Source: an optimization exercise on an open RTL-to-GDS flow (aim: small area). Production flows keep margins and buffers that such runs may drop. In this exercise RTL edits were held to simulation tests only and were not proved equivalent to the original. No activity file was given, so power comes from the tool's default toggle rates.

File: flow/abc_a10.script
strash
dch -f
amap
topo
File: flow/abc_a7.script
strash
dch -f
map -a
strash
dch -f
map -a
strash
dch -f
amap
topo
File: flow/abc_a4.script
strash
dch -f
map -a
strash
dch -f
map -a
strash
dch -f
amap
strash
dch -f
map -a
strash
dch -f
amap
topo
File: flow/abc_d30m.script
strash
&get -n
&deepsyn -T 30
&put
dch -f
map -a
strash
dch -f
map -a
topo
File: standard.sh
#!/bin/bash
# synth_recipe.tcl (not shown) runs the flow's synth.tcl, then flattens the netlist and writes it again
# the make line also repeats each setting of config.mk as NAME=value (left out here)
make -C /OpenROAD-flow-scripts/flow DESIGN_CONFIG=/design/flow/config.mk WORK_HOME=/design/flow/orfs CLKGATE_MAP_FILE= SYNTH_SCRIPT=/design/flow/synth_recipe.tcl "${@:-finish}"
File: constraint.sdc
create_clock -name core_clock -period 10.0 [get_ports {clk}]
set_input_delay 2.0000 -clock core_clock [delete_from_list [all_inputs] [get_ports {clk}]]
set_output_delay 2.0000 -clock core_clock [all_outputs]
set_load 0.01 [all_outputs]
File: flow/abc_ds2.script
strash
&get -n
&deepsyn -T 30 -S 2
&put
dch -f
map -a
strash
dch -f
map -a
topo
File: flow/knobs.sh
BUFFER_PORTS_ARGS="-buffer_cell sky130_fd_sc_hd__buf_1"
CTS_ARGS="-sink_clustering_enable -repair_clock_nets -dont_use_dummy_load -buf_list sky130_fd_sc_hd__clkbuf_8"
File: flow/abc_d30.script
strash
&get -n
&deepsyn -T 30
&put
dch -f
amap
strash
dch -f
map -a
strash
dch -f
amap
topo
File: flow/run.sh
#!/bin/bash
# Own layout flow: the standard ORFS flow (standard.sh) with
#  - area-oriented ABC scripts and full-adder-only extraction in synthesis;
#    a few synthesis variants are tried and the smallest netlist is laid out
#    (registers are mapped exactly as in the standard synthesis, only the
#    combinational mapping differs between variants),
#  - minimum-size port buffers,
#  - a clock tree of clkbuf_8 buffers without dummy loads.
# Tool output: flow_*.log in this folder and orfs*/logs.
set -euo pipefail
W=$(pwd)
. "$W/flow/knobs.sh"

mkvariant() { # name noabc abc-script-file
  local d="$W/sd_$1"
  rm -rf "$d"; cp -r "$FLOW_HOME/scripts" "$d"
  cp "$W/flow/$3" "$d/abc_area.script"
  sed -i 's/^  extract_fa {\*}\[dont_use_extract_fa_args\]$/  extract_fa -fa/' "$d/synth.tcl"
  grep -q '^  extract_fa -fa$' "$d/synth.tcl"
  if [ "$2" = 1 ]; then
    sed -i 's/^  synth -top \$::env(DESIGN_NAME) -run fine: {\*}\$synth_full_args$/  synth -top $::env(DESIGN_NAME) -run fine: -noabc {*}$synth_full_args/' "$d/synth.tcl"
    grep -q -- '-run fine: -noabc' "$d/synth.tcl"
  fi
}

VARIANTS="a7:0:abc_a7.script a4n:1:abc_a4.script d30n:1:abc_d30.script d30m:1:abc_d30m.script d30m0:0:abc_d30m.script ds2:1:abc_ds2.script"
best=""; bestarea=""
for v in $VARIANTS; do
  IFS=: read -r name na scr <<< "$v"
  mkvariant "$name" "$na" "$scr"
done
pids=()
for v in $VARIANTS; do
  IFS=: read -r name na scr <<< "$v"
  bash "$W/standard.sh" WORK_HOME="$W/syn_$name" SCRIPTS_DIR="$W/sd_$name" ABC_AREA=1 synth > "$W/flow_synth_$name.log" 2>&1 &
  pids+=($!)
  while [ "$(jobs -rp | wc -l)" -ge 3 ]; do sleep 1; done
done
wait
for v in $VARIANTS; do
  IFS=: read -r name na scr <<< "$v"
  f="$W/syn_$name/reports/$FLOW_PLATFORM/S8_actividad2/base/synth_stat.txt"
  [ -f "$f" ] || continue
  a=$(grep "Chip area" "$f" | tail -1 | awk '{print $NF}')
  echo "variant $name area $a" | tee -a "$W/flow_variants.log"
  if [ -z "$bestarea" ] || awk "BEGIN{exit !($a < $bestarea)}"; then best=$name; bestarea=$a; fi
done
echo "chosen $best $bestarea" | tee -a "$W/flow_variants.log"
bash "$W/standard.sh" SCRIPTS_DIR="$W/sd_$best" ABC_AREA=1 \
  "BUFFER_PORTS_ARGS=$BUFFER_PORTS_ARGS" \
  "CTS_ARGS=$CTS_ARGS" \
  finish > "$W/flow_make.log" 2>&1
File: design.v
module alu_in_out_reg (
    input  logic        clk, reset,
    input  logic [2:0]  state,
    input  logic [15:0] DataIn,
    output logic [4:0]  Flags,
    output logic [15:0] ToDisplay
);
    logic show;
    assign show = state[2] & state[1];    
    logic [15:0] opA, opB;
    logic [1:0]  opc;
    always_ff @(posedge clk) begin
        if (state == 3'd1) opA <= DataIn;
        if (state == 3'd3) opB <= DataIn;
        if (state[2] & state[0]) opc <= DataIn[1:0];    
    end
    logic        sub, lg;
    logic [15:0] bx, sum, lgc, alu;
    logic [16:0] c;
    assign sub = ~opc[1] & ~opc[0];
    assign lg  = opc[1];
    assign bx  = opB ^ {16{sub}};
    always_comb begin
        c[0] = sub;
        for (int i = 0; i < 16; i++) begin
            sum[i]   = opA[i] ^ bx[i] ^ c[i];
            c[i+1]   = (opA[i] & bx[i]) | (c[i] & (opA[i] | bx[i]));
            lgc[i]   = (opA[i] & opB[i]) | (~opc[0] & (opA[i] | opB[i]));
        end
    end
    assign alu = lg ? lgc : sum;
    logic c15, c16;
    assign c15 = c[15];
    assign c16 = c[16];
    logic [15:0] res;
    logic        fC, fV, valid;
    always_ff @(posedge clk) begin
        if (show) res <= alu;
        if (reset) begin
            fC <= 1'b0;
            fV <= 1'b0;
            valid <= 1'b0;
        end else if (show) begin
            fC <= ~opc[1] & (c16 ^ sub);
            fV <= ~opc[1] & (c16 ^ c15);
            valid <= 1'b1;
        end
    end
    assign Flags = {valid & res[15], valid & ~(|res), fC, fV, valid & (^res)};
    assign ToDisplay = show ? (valid ? res : 16'd0) : DataIn;
endmodule
module Debouncer_FSM (
    input  logic clk,
    input  logic rst,
    input  logic PB,
    output logic PB_pressed_pulse
);
    logic PB_sync_aux, PB_sync;
    logic [3:0] st, nx, adv;
    always_ff @(posedge clk) begin
        PB_sync_aux <= PB;
        PB_sync     <= PB_sync_aux;
    end
    localparam logic [3:0] R0 = 4'd1, R1 = 4'd2, I = 4'd4, P = 4'd12, S = 4'd8, RL = 4'd0;
    assign adv = {st[2:0], st[3] ^ st[2]};
    always_comb begin
        if (st == RL)                  nx = I;
        else if (st == R0 || st == R1) nx = adv;
        else if (st == S)              nx = PB_sync ? S : RL;
        else                           nx = PB_sync ? adv : I;
    end
    always_ff @(posedge clk) st <= rst ? R0 : nx;
    assign PB_pressed_pulse = (st == P);
endmodule
module ReversePolishFSM (
    input  logic clk, reset, Enter_pulse, Undo_pulse,
    output logic [2:0] state
);
    always_ff @(posedge clk) begin
        if (reset)
            state <= 3'd0;
        else case (state)
            3'd0: if (Enter_pulse) state <= 3'd1;
            3'd1: state <= 3'd2;
            3'd2: if (Enter_pulse) state <= 3'd3; else if (Undo_pulse) state <= 3'd0;
            3'd3: state <= 3'd4;
            3'd4: if (Enter_pulse) state <= 3'd5; else if (Undo_pulse) state <= 3'd2;
            3'd5: state <= 3'd6;
            3'd6: if (Enter_pulse) state <= 3'd0; else if (Undo_pulse) state <= 3'd4;
            default: state <= 3'd0;
        endcase
    end
endmodule
module unsigned_to_bcd (
    input  logic        clk, reset,
    input  logic [15:0] ToDisplay,
    output logic [5:0]  ph,
    output logic [18:0] bcd,
    output logic        bvalid
);
    always_ff @(posedge clk) begin
        if (reset) ph <= 6'd0;
        else       ph <= ph + 6'd1;
    end
    function automatic logic [3:0] add3(input logic [3:0] d);
        logic g;
        g = d[3] | (d[2] & (d[1] | d[0]));
        add3[3] = g;
        add3[2] = (d[2] & ~d[1] & ~d[0]) | (d[3] & d[0]);
        add3[1] = (~g & d[1]) | (d[2] & d[1] & d[0]) | (d[3] & ~d[0]);
        add3[0] = d[0] ^ g;
    endfunction
    logic [17:0] sh, sh_add;
    logic        bit_in;
    assign bit_in = ph[5] & ToDisplay[~ph[4:1]];
    always_comb begin
        sh_add[17:16] = sh[17:16];
        for (int d = 0; d < 4; d++) sh_add[4*d +: 4] = add3(sh[4*d +: 4]);
    end
    always_ff @(posedge clk) begin
        if (~ph[5] | ph[0]) sh <= {sh[16:0], bit_in};
        else                sh <= sh_add;
        if (ph == 6'd63) bcd <= {sh, bit_in};
        if (reset)            bvalid <= 1'b0;
        else if (ph == 6'd63) bvalid <= 1'b1;
    end
endmodule
module S4_actividad1 (
    input  logic [2:0]  k,
    input  logic [15:0] ToDisplay,
    input  logic [18:0] bcd,
    input  logic        bvalid,
    input  logic        DisplayFormat,
    output logic [6:0]  Segments,
    output logic [7:0]  Anodes
);
    logic [3:0] hexd, decd, digit;
    always_comb begin
        case (k[1:0])
            2'd0: hexd = ToDisplay[3:0];
            2'd1: hexd = ToDisplay[7:4];
            2'd2: hexd = ToDisplay[11:8];
            default: hexd = ToDisplay[15:12];
        endcase
        if (k[2]) hexd = 4'd0;
        case (k)
            3'd0: decd = bcd[3:0];
            3'd1: decd = bcd[7:4];
            3'd2: decd = bcd[11:8];
            3'd3: decd = bcd[15:12];
            3'd4: decd = {1'b0, bcd[18:16]};
            default: decd = 4'd0;
        endcase
        if (!bvalid) decd = 4'd0;
        digit = DisplayFormat ? decd : hexd;
        case (digit)
            4'd0:  Segments = 7'b0000001;
            4'd1:  Segments = 7'b1001111;
            4'd2:  Segments = 7'b0010010;
            4'd3:  Segments = 7'b0000110;
            4'd4:  Segments = 7'b1001100;
            4'd5:  Segments = 7'b0100100;
            4'd6:  Segments = 7'b0100000;
            4'd7:  Segments = 7'b0001111;
            4'd8:  Segments = 7'b0000000;
            4'd9:  Segments = 7'b0001100;
            4'd10: Segments = 7'b0001000;
            4'd11: Segments = 7'b1100000;
            4'd12: Segments = 7'b0110001;
            4'd13: Segments = 7'b1000010;
            4'd14: Segments = 7'b0110000;
            default: Segments = 7'b0111000;
        endcase
        Anodes = ~(8'd1 << k);
    end
endmodule
module S8_actividad2 #(parameter N_DEBOUNCER = 10)(
    input  logic        clk,
    input  logic        resetN,
    input  logic        Enter, Undo, DisplayFormat,
    input  logic [15:0] DataIn,
    output logic [6:0]  Segments,
    output logic [4:0]  Flags,
    output logic [2:0]  Status,
    output logic [7:0]  Anodes
);
    logic reset;
    assign reset = ~resetN;
    logic EnterPulse, UndoPulse;
    Debouncer_FSM debouncer_enterpulse (.clk(clk), .rst(reset), .PB(Enter), .PB_pressed_pulse(EnterPulse));
    Debouncer_FSM debouncer_undopulse  (.clk(clk), .rst(reset), .PB(Undo),  .PB_pressed_pulse(UndoPulse));
    logic [2:0] state;
    ReversePolishFSM fsm (.clk(clk), .reset(reset), .Enter_pulse(EnterPulse), .Undo_pulse(UndoPulse), .state(state));
    assign Status = state;
    logic [15:0] ToDisplay;
    alu_in_out_reg alu (.clk(clk), .reset(reset), .state(state), .DataIn(DataIn), .Flags(Flags), .ToDisplay(ToDisplay));
    logic [5:0] ph;
    logic [18:0] bcd;
    logic bvalid;
    unsigned_to_bcd dd (.clk(clk), .reset(reset), .ToDisplay(ToDisplay), .ph(ph), .bcd(bcd), .bvalid(bvalid));
    S4_actividad1 disp (.k(ph[2:0]), .ToDisplay(ToDisplay), .bcd(bcd), .bvalid(bvalid), .DisplayFormat(DisplayFormat),
                        .Segments(Segments), .Anodes(Anodes));
endmodule
File: config.mk
export PLATFORM = sky130hd
export DESIGN_NAME = S8_actividad2
export DESIGN_NICKNAME = S8_actividad2
export VERILOG_FILES = /design/flow/design.v
export SDC_FILE = /design/flow/constraint.sdc
export NUM_CORES = 4
export LEC_CHECK = 0
export CAP_MARGIN = 0
export CORE_MARGIN = 2
export CORE_UTILIZATION = 65
export PLACE_DENSITY = 0.75
export SLEW_MARGIN = 0
==> results of run 1 <==
-- worst max-delay path by stage --
stage | startpoint | end | cells past startpoint
after floorplan | alu.opc[1] | alu.fC | 21
after global placement | alu.opc[1] | alu.fC | 21
after detailed placement | alu.opc[1] | alu.fC | 21
after CTS | alu.opc[1] | alu.fC | 21
after global routing | alu.opc[1] | alu.fC | 21
final | alu.opc[1] | alu.fC | 21
-- metrics by stage --
stage | setup WS, ns | instance area, um^2 | utilization (%) | std cells
final | 0.7943 | 5708 | 73.11 | 675
after global routing | 0.4120 | 5708 | 73.11 | 675
after CTS | 0.6861 | 5708 | 73.11 | 675
after detailed placement | 0.7065 | 5584 | 71.52 | 666
after global placement | 0.9703 | 5584 | 71.52 | 666
after floorplan | 0.3800 | 5268 | - | 519
-- flip-flops by register name (all words and copies together), names as in the netlist, 2 cells and up --
| name | count |
|---|---|
| dd.ph | 6 |
| alu.opA | 16 |
| alu.res | 16 |
| debouncer_enterpulse.st | 4 |
| fsm.state | 3 |
| debouncer_undopulse.st | 4 |
| alu.opB | 16 |
| dd.sh | 18 |
| dd.bcd | 19 |
| alu.opc | 2 |
-- cell usage after synthesis (all sizes together) --
master,n
a2111oi,1
a211oi,1
a21oi,37
a221o,3
a221oi,2
a22oi,12
a31oi,5
a32o,2
a32oi,3
buf,2
clkinv,43
dfxtp,41
edfxtp,71
fa,16
nand2,74
nand3,25
nand4,1
nor2,59
nor3,12
nor4,3
o211ai,1
o21a,2
o21ai,60
o22ai,3
o311ai,1
o31ai,3
o32ai,3
xnor2,9
xor2,24
-- cells by family after synthesis --
logic type | after synthesis | synth area share (%)
fa+ha+maj | 16 | 6.081
buf+inv | 45 | 3.349
simple gates | 174 | 13.47
flops | 112 | 56.06
compound gates | 139 | 15.56
xor+xnor | 33 | 5.487
-- final cells by class --
type / instances / area share, %
Multi-Input combinational cell: 362 / 37.68
Tap cell: 102 / 2.236
Sequential cell: 112 / 51.73
Clock buffer: 9 / 2.170
Inverter: 43 / 2.828
Timing Repair Buffer: 47 / 3.354
-- power breakdown --
part / internal [mW] / leakage (nW) / total, mW / switching [mW]
registers: 0.492 / 0.973 / 0.499 / 0.00644
clock network: 0.0812 / 0.0647 / 0.210 / 0.128
logic: 0.0211 / 0.905 / 0.0621 / 0.0410
-- worst max-delay path: cells and delay by family (launching register included) --
family                     cells  cell delay [ns]
buffers and inverters          1             0.26
DFF                            1             0.72
AOI/OAI and AO/OA              1             0.19
and+or+nand+nor                3             0.32
adders and majority gates     16             7.62
-- layer usage --
| metal | up-vias | routed length, um |
|---|---|---|
| met3 | 21 | 562 |
| met1 | 1949 | 4537 |
| met2 | 103 | 6045 |
| met5 | - | 0 |
| li1 | 1949 | - |
| met4 | 0 | 231 |
==> run notes, run 1 <==
* Num CTS Buffers at 9
* Post-Route WL at 11.38 mm
* Hold Path Depth at 0
* Seq cells post-synth at 112
* Gpl congestion at 0.9687
* CTS Hold Bufs at 0
* Fill cells at 591
* GRT busiest layer: met2
* Post-synth top area share at 40.48%
* Vias in the first global route at 4011
* Clock Path Buffers at 2
* Cell mode on critical path: fa_1
* Pwr Density at 135.0 nW/um^2
* Critical path capture point type: register
* ANT nets after route at 0
* Outcome: no timing/DRC/antenna violations
* Clock Skew at 0.02188 ns
* Syn Area/Cell at 10.15 um^2
* Post-CTS Setup Inserts at 0
* Root Buffer: clkbuf_8
* Syn nets at 556
* First-pass GRT wire length at 18.68 mm
* Setup_tns at 0 ns
* Global-route usage over all layers at 27.78%
* Initial antenna violation count at 0
* DRT Pass-1 Iters at 5
* Area delta synth->final at 8.361%
* H-tree Lvls at 3
* M1 GR Usage at 32.51%
* Achievable frequency at 108.6 MHz
* Power, Total at 0.7703 mW
* Hold slack at 0.3467 ns
* Distinct cells, synth at 29
* Area leader, netlist: edfxtp_1
* Maxcap violations at 0
* DIE AREA at 8840 um^2
* Sequential element share of the synthesized area at 56.06%
* DRC viols at 0
* Largest net degree at the start of global routing at 24
* Starting Density at 67.47%
* Crit share post-route at 92.06%
* Synth Cell Area at 5268 um^2
* CP max stage delay at 0.72 ns
* Total gr overflow at 0
* Port bufs at 43
* Leakage at 1.942 nW
* Die W at 94.02 um
* Vias after detailed routing at 4022
* CTS tree: yes
* Worst slew pin tran at 0.9442 ns
* Ant diodes at 0
* Ordered cell list for the critical path: nor2_2 > buf_4 > fa_1 > fa_1 > fa_1 > fa_1 > fa_1 > fa_1 > fa_1 > fa_1 > fa_1 > fa_1 > fa_1 > fa_1 > fa_1 > fa_1 > fa_1 > fa_1 > nor2_1 > nor2_1 > a32o_1
* Post-CTS resize count at 0
* Hold Path Class: register to register
* Layout cells sized above 1 at 3.316%
* Reg clk slew, reported paths at 0.11 ns
* Worst IR Drop VDD at 0.09901 mV
* Mapped Cells at 519
* Area of the multi-input gates at 2151 um^2
* Worst path required time at 10.25 ns
* Most frequent cells in the layout: nand2_1 (74), edfxtp_1 (71), o21ai_0 (60)
* DR vias/cell at 5.959
* Iteration-0 DRC Markers at 265
* Worst Hold Path EP: debouncer_enterpulse.PB_sync
* Met3 Usage GRT at 4.896%
* I/O pins at 44
* Register area at 2953 um^2
* R2R cell count at 21
* Worst slew margin at 36.82%
* Max-slew violation count at 0
* Clk Latency, worst-skew pair at 0.38 ns
* FF-to-FF Start: alu.opc[1]
* Synth area leaders: edfxtp_1 (40%), dfxtp_1 (16%), fa_1 (6.1%)
* Critical Path Source Type: register
* Reg2reg end: alu.fC
* RSZ-0062 raised after global routing: false
* Crit Path Class: register to register
* Min-delay src: debouncer_enterpulse.PB_sync_aux
* DR WL/cell at 16.86 um
* Final Critical Period at 9.206 ns
* Setup violators final at 0
* NumNets Final at 612
* FF-to-FF setup slack at 0.79 ns
* Final Hold Viols at 0
* Most common cell after layout, fill and taps aside: nand2_1
* Row count at 32
* Crit path max fanout at 18
* Critical Path AT at 9.45 ns
* Die extent in y at 94.02 um
* Met2 Track Usage GR at 50.95%
* Synth warn at 5
* Core area at 7807 um^2
* CP max stage cell: edfxtp_1
* Detail Placement HPWL at 8.213 mm
* Sink Count at 112
==> run 2, diff against run 1 <==
--- a/config.mk
+++ b/config.mk
@@ -6,7 +6,7 @@
 export NUM_CORES = 4
 export LEC_CHECK = 0
-export CAP_MARGIN = 0
+export CAP_MARGIN = 20
 export CORE_MARGIN = 2
 export CORE_UTILIZATION = 65
 export PLACE_DENSITY = 0.75
-export SLEW_MARGIN = 0
+export SLEW_MARGIN = 20
==> run notes, run 2 <==
* Max FFs per register at 19
* Root Buffer: clkbuf_8
* Vias in the first global route at 4011
* Crit share post-route at 92.06%
* Area after DPL at 5584 um^2
* Biggest register: dd.bcd
* Num CTS Buffers at 9
* Core area at 7807 um^2
* Starting Density at 67.47%
* DR vias/cell at 5.959
* Synth area leaders: edfxtp_1 (40%), dfxtp_1 (16%), fa_1 (6.1%)
* Crit path max fanout at 18
* First-pass GRT wire length at 18.68 mm
* Total gr overflow at 0
* Clk Latency, worst-skew pair at 0.38 ns
* Critical path capture point type: register
* Synth warn at 5
* DIE AREA at 8840 um^2
* Syn Area/Cell at 10.15 um^2
* RSZ-0062 raised after global routing: false
* CP max stage delay at 0.72 ns
* I/O pins at 44
* Synth Cell Area at 5268 um^2
* Area leader, netlist: edfxtp_1
* Outcome: no timing/DRC/antenna violations
* Cell mode on critical path: fa_1
* Iteration-0 DRC Markers at 265
* Largest net degree at the start of global routing at 24
* Post-synth top area share at 40.48%
* Sink Count at 112
* Sequential element share of the synthesized area at 56.06%
* DRT Pass-1 Iters at 5
* Pwr Density at 135.0 nW/um^2
* Global-route usage over all layers at 27.78%
* Top Registers: dd.bcd: 19 flops, dd.sh: 18 flops
* Setup_tns at 0 ns
* Setup violators final at 0
* Clock Path Buffers at 2
* Achievable frequency at 108.6 MHz
* Worst slew margin at 36.82%
* Hold Path Class: register to register
* Most common cell after layout, fill and taps aside: nand2_1
* Die W at 94.02 um
* Die extent in y at 94.02 um
* Vias after detailed routing at 4022
* CTS Hold Bufs at 0
* Final instance area at 5708 um^2
* Final Hold Viols at 0
* Initial antenna violation count at 0
* Max-slew violation count at 0
* Hold slack at 0.3467 ns
* Post-Route WL at 11.38 mm
* EDFF count, synth at 71
* Area delta synth->final at 8.361%
* Worst IR Drop VDD at 0.09901 mV
* CTS tree: yes
* Detail Placement HPWL at 8.213 mm
* Maxcap violations at 0
* NumNets Final at 612
* Leakage at 1.942 nW
* Final Critical Period at 9.206 ns
* Port bufs at 43
* Top-count cell post-synth: nand2_1
* Most common library cells after synthesis: nand2_1 (74), edfxtp_1 (71), o21ai_0 (60)
* Critical Path Source Type: register
* Syn nets at 556
* DR WL/cell at 16.86 um
* Most frequent cells in the layout: nand2_1 (74), edfxtp_1 (71), o21ai_0 (60)
* Synth Flop Type: edfxtp_1
* Critical Path AT at 9.45 ns
* Reg clk slew, reported paths at 0.11 ns
* DRC viols at 0
* Layout cells sized above 1 at 3.316%
* Distinct cells, synth at 29
* Ordered cell list for the critical path: nor2_2 > buf_4 > fa_1 > fa_1 > fa_1 > fa_1 > fa_1 > fa_1 > fa_1 > fa_1 > fa_1 > fa_1 > fa_1 > fa_1 > fa_1 > fa_1 > fa_1 > fa_1 > nor2_1 > nor2_1 > a32o_1
* Ant diodes at 0
* Row count at 32
* Clock Skew at 0.02188 ns
* Mapped Cells at 519
* Gpl congestion at 0.9687
* CP max stage cell: edfxtp_1
* Crit Path Class: register to register
* Asr flop ratio synth at 0%
* Worst slew pin tran at 0.9442 ns
* Post-CTS resize count at 0
* H-tree Lvls at 3
* ANT nets after route at 0
* Seq cells post-synth at 112
* Post-CTS Setup Inserts at 0
* Worst path required time at 10.25 ns
* Power, Total at 0.7703 mW
run 2: cell counts in the layout (fill, tap and decap cells not counted):
No cell type changed its count.
run 2: worst paths after layout:
kind / depth (start not counted) / slack (ns) / start / to
hold reg to reg: 0 / 0.35 / debouncer_enterpulse.PB_sync_aux / debouncer_enterpulse.PB_sync
setup / recovery: 21 / 0.79 / alu.opc[1] / alu.fC
hold / removal: 0 / 0.35 / debouncer_enterpulse.PB_sync_aux / debouncer_enterpulse.PB_sync
setup reg to reg: 21 / 0.79 / alu.opc[1] / alu.fC
run 2: metal layers:
metal / global-route usage [%] / up-vias / wire, um
li1: - / 1949 / -
met1: 32.51 / 1949 / 4537
met2: 50.95 / 103 / 6045
met3: 4.896 / 21 / 562
met4: 10.02 / 0 / 231
met5: 0 / - / 0
run 2: kinds of logic (layout without fill, tap and decap cells):
| family | count (synthesis) | after routing | share of synthesized area [%] |
|---|---|---|---|
| simple gates | 174 | 174 | 13.47 |
| flops | 112 | 112 | 56.06 |
| fa+ha+maj | 16 | 16 | 6.081 |
| compound gates | 139 | 139 | 15.56 |
| xor+xnor | 33 | 33 | 5.487 |
| buf+inv | 45 | 99 | 3.349 |
run 2: report_power, final:
part | switching, mW | internal [mW] | leakage (nW) | total, mW
Combinational | 0.0410 | 0.0211 | 0.905 | 0.0621
Sequential | 0.00644 | 0.492 | 0.973 | 0.499
Clock | 0.128 | 0.0812 | 0.0647 | 0.210
Total | 0.176 | 0.595 | 1.94 | 0.770
run 2: worst max-delay path: cells and delay by family (launching register included):
kind,cells,cell delay [ns]
compound gates,1,0.19
fa+ha+maj,16,7.62
buf+inv,1,0.26
flops,1,0.72
simple gates,3,0.32
run 2: through the flow:
step	utilization [%]	cells	worst slack (ns)
floorplan	-	519	0.3800
detailed placement	71.52	666	0.7065
global placement	71.52	666	0.9703
global route	73.11	675	0.4120
finish	73.11	675	0.7943
CTS	73.11	675	0.6861
run 2: final cells by class:
cell class                      count  area [um^2]
Timing Repair Buffer               47        191.4
Inverter                           43        161.4
Multi-Input combinational cell    362         2151
Fill cell                         591         2100
Clock buffer                        9        123.9
Sequential cell                   112         2953
Tap cell                          102        127.6
==> run 3, diff against run 2 <==
--- a/config.mk
+++ b/config.mk
@@ -8,5 +8,5 @@
 export CAP_MARGIN = 20
 export CORE_MARGIN = 2
-export CORE_UTILIZATION = 65
-export PLACE_DENSITY = 0.75
+export CORE_UTILIZATION = 80
+export PLACE_DENSITY = 0.88
 export SLEW_MARGIN = 20
==> run notes, run 3 <==
* Ant diodes at 0
* Detail Placement HPWL at 8.974 mm
* Core area at 6350 um^2
* Vias in the first global route at 4179
* DRC viols at 0
* Synth area leaders: edfxtp_1 (40%), dfxtp_1 (16%), fa_1 (6.1%)
* Final Critical Period at 9.234 ns
* Leakage at 1.942 nW
* First-pass GRT wire length at 20.09 mm
* Clock Path Buffers at 2
* Most common cell after layout, fill and taps aside: nand2_1
* Area leader, netlist: edfxtp_1
* Achievable frequency at 108.3 MHz
* R2R cell count at 21
* Root Buffer: clkbuf_8
* Synth Cell Area at 5268 um^2
* Post-CTS resize count at 0
* Synth Flop Type: edfxtp_1
* Layout cells sized above 1 at 3.316%
* Sequential element share of the synthesized area at 56.06%
* Post-Route WL at 12.45 mm
* FF-to-FF setup slack at 0.77 ns
* Starting Density at 82.96%
* Total gr overflow at 0
* Synth warn at 5
* RSZ-0062 raised after global routing: false
* DR vias/cell at 6.625
* Critical Path AT at 9.48 ns
* FF-to-FF Start: alu.opc[1]
* Top-count cell post-synth: nand2_1
* Vias after detailed routing at 4306
* Syn nets at 556
* Maxcap violations at 0
* Largest net degree at the start of global routing at 24
* DIE AREA at 7250 um^2
* Max FFs per register at 19
* I/O pins at 44
* Critical path capture point type: register
* Worst path required time at 10.24 ns
* Worst setup path startpoint: alu.opc[1]
* Distinct cells, synth at 29
* Hold Path Class: register to register
* Asr flop ratio synth at 0%
* Seq cells post-synth at 112
* Post-CTS Setup Inserts at 0
* Row count at 29
* EDFF count, synth at 71
* Most frequent cells in the layout: nand2_1 (74), edfxtp_1 (71), o21ai_0 (60)
* Port bufs at 43
* Worst slew margin at 30.59%
* Mapped Cells at 519
* Global-route usage over all layers at 36.01%
* DRT Pass-1 Iters at 5
* Crit path max fanout at 18
* Crit share post-route at 92.34%
* Worst IR Drop VDD at 0.1544 mV
* NumNets Final at 612
* Crit Path Class: register to register
* Reg2reg end: alu.fV
* Pwr Density at 136.4 nW/um^2
* Syn Area/Cell at 10.15 um^2
* Gpl congestion at 0.9198
* Biggest register: dd.bcd
* Setup_tns at 0 ns
* Clk Latency, worst-skew pair at 0.38 ns
* Max-slew violation count at 0
* Iteration-0 DRC Markers at 493
* Worst slew pin tran at 1.037 ns
* Critical Path Source Type: register
* Die W at 85.15 um
* Area of the multi-input gates at 2151 um^2
* Final Hold Viols at 0
* Fill cells at 286
* Top Registers: dd.bcd: 19 flops, dd.sh: 18 flops
* Area delta synth->final at 7.767%
* Clock Skew at 0.03683 ns
* Num CTS Buffers at 9
* Reg clk slew, reported paths at 0.11 ns
* Die extent in y at 85.15 um
* Outcome: no timing/DRC/antenna violations
* DR WL/cell at 19.16 um
* Most common library cells after synthesis: nand2_1 (74), edfxtp_1 (71), o21ai_0 (60)
* CTS Hold Bufs at 0
* Setup violators final at 0
* Core Util, Final at 89.40%
* H-tree Lvls at 3
* Initial antenna violation count at 0
* CTS tree: yes
* Sink Count at 112
* Register area at 2953 um^2
* Post-synth top area share at 40.48%
* Power, Total at 0.7745 mW
* Crit path to: alu.fV
* ANT nets after route at 0
* Hold slack at 0.3434 ns
[run 3: worst max-delay path, cell delays in order, from the launching register on]
cell,delay [ns]
edfxtp_1,0.77
nor2_2,0.11
buf_4,0.26
fa_1,0.46
fa_1,0.46
fa_1,0.47
fa_1,0.46
fa_1,0.47
fa_1,0.47
fa_1,0.46
fa_1,0.46
fa_1,0.46
fa_1,0.46
fa_1,0.46
fa_1,0.47
fa_1,0.49
fa_1,0.47
fa_1,0.51
fa_1,0.52
nor2_1,0.17
nor2_1,0.07
a32o_1,0.20
[run 3: how the worst min path moves through the flow]
stage / startpoint / to / slack, ns / cells past startpoint
2_1_floorplan: debouncer_enterpulse.PB_sync_aux / debouncer_enterpulse.PB_sync / 0.31 / 0
3_3_place_gp: debouncer_undopulse.PB_sync_aux / debouncer_undopulse.PB_sync / 0.31 / 0
3_5_place_dp: debouncer_undopulse.PB_sync_aux / debouncer_undopulse.PB_sync / 0.32 / 0
4_1_cts: debouncer_undopulse.PB_sync_aux / debouncer_undopulse.PB_sync / 0.35 / 0
5_1_grt: debouncer_undopulse.PB_sync_aux / debouncer_undopulse.PB_sync / 0.36 / 0
6_report: debouncer_undopulse.PB_sync_aux / debouncer_undopulse.PB_sync / 0.34 / 0
[run 3: logic make-up (layout without fill, tap and decap cells)]
kind of cell | count (synthesis) | count (layout) | synth area share (%)
buffers and inverters | 45 | 99 | 3.349
XOR/XNOR | 33 | 33 | 5.487
flip-flops | 112 | 112 | 56.06
AO/OA/AOI/OAI | 139 | 139 | 15.56
adder cells (fa/ha/maj) | 16 | 16 | 6.081
AND/OR/NAND/NOR | 174 | 174 | 13.47
[run 3: cell type report]
type	instances	area share [%]
clock buffer	9	2.182
multi-input combinational	362	37.89
timing repair buffer	47	3.372
sequential	112	52.02
tap	77	1.697
inverter	43	2.843
[run 3: routing by layer]
layer  vias up  wire length [um]  global-route usage (%)
li1       1951                 -                       -
met5         -                 0                       0
met2       281              6472                   63.92
met3        51              1200                   6.907
met4         0               338                   12.27
met1      2023              4442                   44.42
[run 3: report_power, final]
part / internal [mW] / total [mW] / leakage, nW / switching, mW
Clock: 0.0812 / 0.211 / 0.0647 / 0.129
Sequential: 0.492 / 0.499 / 0.973 / 0.00710
Combinational: 0.0211 / 0.0645 / 0.905 / 0.0433
Total: 0.595 / 0.775 / 1.94 / 0.180
[run 3: metrics by stage]
stage | instances | cell area [um^2] | setup slack [ns]
finish | 650 | 5677 | 0.7657
global route | 650 | 5677 | 0.4225
CTS | 650 | 5677 | 0.7844
detailed placement | 641 | 5553 | 0.7948
global placement | 641 | 5553 | 1.006
floorplan | 519 | 5268 | 0.3800
==> run 4, diff against run 3 <==
--- a/flow/run.sh
+++ b/flow/run.sh
@@ -4,5 +4,6 @@
 #    a few synthesis variants are tried and the smallest netlist is laid out
 #    (registers are mapped exactly as in the standard synthesis, only the
-#    combinational mapping differs between variants),
+#    combinational mapping differs between variants); the chosen netlist
+#    is handed to the rest of the flow as it is,
 #  - minimum-size port buffers,
 #  - a clock tree of clkbuf_8 buffers without dummy loads.
@@ -24,5 +25,5 @@
 }
 
-VARIANTS="a7:0:abc_a7.script a4n:1:abc_a4.script d30n:1:abc_d30.script d30m:1:abc_d30m.script d30m0:0:abc_d30m.script ds2:1:abc_ds2.script"
+VARIANTS="a7:0:abc_a7.script a4n:1:abc_a4.script d30n:1:abc_d30.script d30m:1:abc_d30m.script ds2:1:abc_ds2.script g2:1:abc_g2.script f3:1:abc_f3.script"
 best=""; bestarea=""
 for v in $VARIANTS; do
@@ -47,5 +48,7 @@
 done
 echo "chosen $best $bestarea" | tee -a "$W/flow_variants.log"
-bash "$W/standard.sh" SCRIPTS_DIR="$W/sd_$best" ABC_AREA=1 \
+# Lay out exactly the netlist that was measured (some ABC scripts are time-limited).
+cp "$W/syn_$best/results/$FLOW_PLATFORM/S8_actividad2/base/1_2_yosys.v" "$W/chosen_netlist.v"
+bash "$W/standard.sh" SCRIPTS_DIR="$W/sd_$best" ABC_AREA=1 SYNTH_NETLIST_FILES="$W/chosen_netlist.v" \
   "BUFFER_PORTS_ARGS=$BUFFER_PORTS_ARGS" \
   "CTS_ARGS=$CTS_ARGS" \
==> flow/abc_f3.script (new file) <==
strash
&get -n
&deepsyn -T 60 -S 2
&put
dch -f
map -a
strash
dch -f
map -a
topo
==> flow/abc_g2.script (new file) <==
strash
&get -n
&deepsyn -T 30 -S 2
&dch -f
&nf -a -R 1000
&put
topo
--- a/config.mk
+++ b/config.mk
@@ -8,5 +8,5 @@
 export CAP_MARGIN = 20
 export CORE_MARGIN = 2
-export CORE_UTILIZATION = 80
-export PLACE_DENSITY = 0.88
+export CORE_UTILIZATION = 65
+export PLACE_DENSITY = 0.75
 export SLEW_MARGIN = 20
removed: flow/abc_a10.script
==> run notes, run 4 <==
* Port bufs at 43
* Synth warn at 0
* Leakage at 1.952 nW
* Area delta synth->final at 8.427%
* CTS tree: yes
* Biggest register: dd.bcd
* Area of the multi-input gates at 2232 um^2
* Ordered cell list for the critical path: buf_4 > nor2_2 > buf_4 > fa_1 > fa_1 > fa_1 > fa_1 > fa_1 > fa_1 > fa_1 > fa_1 > fa_1 > fa_1 > fa_1 > fa_1 > fa_1 > fa_1 > fa_1 > fa_1 > xor2_1 > a32o_1
* DRC viols at 0
* Final Hold Viols at 0
* CP max stage cell: fa_1
* Power, Total at 0.7697 mW
* H-tree Lvls at 3
* Dpl ws at 0.9524 ns
* I/O pins at 44
* Mapped Cells at 435
* ANT nets after route at 0
* Critical Path AT at 9.26 ns
* Row count at 32
* Iteration-0 DRC Markers at 231
* Post-CTS Setup Inserts at 0
* Hold slack at 0.3496 ns
* Root Buffer: clkbuf_8
* Pwr Density at 135.1 nW/um^2
* Clk Latency, worst-skew pair at 0.38 ns
* Vias after detailed routing at 3641
* Crit Path Class: register to register
* Maxcap violations at 0
* Clock Path Buffers at 2
* Setup_tns at 0 ns
* DIE AREA at 8822 um^2
* Cell mode on critical path: fa_1
* Reg clk slew, reported paths at 0.12 ns
* Crit share post-route at 90.25%
* Clock Skew at 0.04165 ns
* Gpl congestion at 0.9239
* Setup violators final at 0
* Die extent in y at 93.93 um
* Syn Area/Cell at 12.08 um^2
* Family with the most delay on the worst path: adder cells
* Post-CTS resize count at 0
* CP max stage delay at 0.51 ns
* Achievable frequency at 110.8 MHz
* Layout cells sized above 1 at 3.265%
* Critical path capture point type: register
* Num CTS Buffers at 9
* Max FFs per register at 19
* Critical Path Source Type: register
* Core area at 7767 um^2
* Global-route usage over all layers at 26.69%
* CTS Hold Bufs at 0
* Max-slew violation count at 0
* First-pass GRT wire length at 18.06 mm
* Vias in the first global route at 3640
* Top Registers: dd.bcd: 19 flops, dd.sh: 18 flops
* Worst IR Drop VDD at 0.1118 mV
* Ant diodes at 0
* Crit path max fanout at 19
* Total gr overflow at 0
* Fill cells at 556
* RSZ-0062 raised after global routing: false
* Initial antenna violation count at 0
* Outcome: no timing/DRC/antenna violations
* Most frequent cells in the layout: edfxtp_1 (71), buf_1 (43), dfxtp_1 (41)
* Register area at 2953 um^2
* Worst slew pin tran at 0.8516 ns
* Detail Placement HPWL at 7.768 mm
* Most common cell after layout, fill and taps aside: edfxtp_1
* Synth Cell Area at 5256 um^2
* Buf/Inv on CP at 2
* Syn nets at 472
* Worst slew margin at 43.23%
* Hold Path Class: register to register
* DRT Pass-1 Iters at 5
* NumNets Final at 529
* Largest net degree at the start of global routing at 23
* Sink Count at 112
* Final Critical Period at 9.025 ns
* DR vias/cell at 6.150
* Die W at 93.93 um
* DR WL/cell at 18.36 um
* PnR worst setup slack at 0.9754 ns
* Worst path required time at 10.24 ns
* Starting Density at 67.67%
* Post-Route WL at 10.87 mm
run 4: per-stage QoR:
| step | instance area, um^2 | instances | utilization, % |
|---|---|---|---|
| 2_1_floorplan | 5256 | 435 | - |
| 3_3_place_gp | 5575 | 583 | 71.78 |
| 3_5_place_dp | 5575 | 583 | 71.78 |
| 4_1_cts | 5699 | 592 | 73.37 |
| 5_1_grt | 5699 | 592 | 73.37 |
| 6_report | 5699 | 592 | 73.37 |
run 4: cell type report:
type                            instances  share of cell area, %
Sequential cell                       112                  51.81
Multi-Input combinational cell        304                  39.17
Timing Repair Buffer                   48                  3.491
Tap cell                              102                  2.239
Clock buffer                            9                  2.173
Inverter                               17                  1.120
run 4: metal layers:
metal / vias to the layer above / part of all wire, % / track usage, %
met3: 18 / 4.9 / 4.575
met1: 1777 / 43 / 35.18
met5: - / 0 / 0
met2: 101 / 50 / 44.94
met4: 0 / 2.0 / 9.300
li1: 1745 / - / -
run 4: worst paths after layout:
kind / from / slack, ns / end / depth (start not counted)
worst min-delay path: debouncer_enterpulse.PB_sync_aux / 0.35 / debouncer_enterpulse.PB_sync / 0
worst max register to register: alu.opc[1] / 0.98 / alu.fV / 21
worst min register to register: debouncer_enterpulse.PB_sync_aux / 0.35 / debouncer_enterpulse.PB_sync / 0
worst max-delay path: alu.opc[1] / 0.98 / alu.fV / 21
run 4: report_power, final:
group	internal [mW]	switching [mW]	total (mW)
registers	0.492	0.00778	0.500
clock network	0.0813	0.132	0.213
logic	0.0216	0.0346	0.0562
total	0.595	0.174	0.770

-- port drivers added, routing unchanged --
The results above use ideal ports. As a check the final layouts listed here were re-extracted and re-timed, cells and wires unchanged. Step 1 (the two cells are an assumption about what drives the block):
set clk [get_ports {clk}]
set_driving_cell -lib_cell sky130_fd_sc_hd__clkbuf_16 $clk
set_driving_cell -lib_cell sky130_fd_sc_hd__buf_2 [delete_from_list [all_inputs] $clk]
Step 2 also shifts input and output timing later by t, the mid clock arrival at the registers, as if the neighbouring blocks saw the same clock. a / b / c = ideal ports / drivers / drivers and shift; a / b = the first two.
run	t (ns)	setup slack, ns	hold WS [ns]	worst setup path after step 2	worst data-port slew with drivers (ns)
run 1	0.392	0.794 / 0.794 / 0.794	0.347 / 0.347 / 0.347	register to register	0.03
run 2	0.392	0.794 / 0.794 / 0.794	0.347 / 0.347 / 0.347	register to register	0.03
run 3	0.392	0.766 / 0.766 / 0.766	0.343 / 0.343 / 0.343	register to register	0.03
run 4	0.396	0.975 / 0.975 / 0.975	0.350 / 0.350 / 0.350	register to register	0.03
After both steps setup and hold are still met in every run listed.
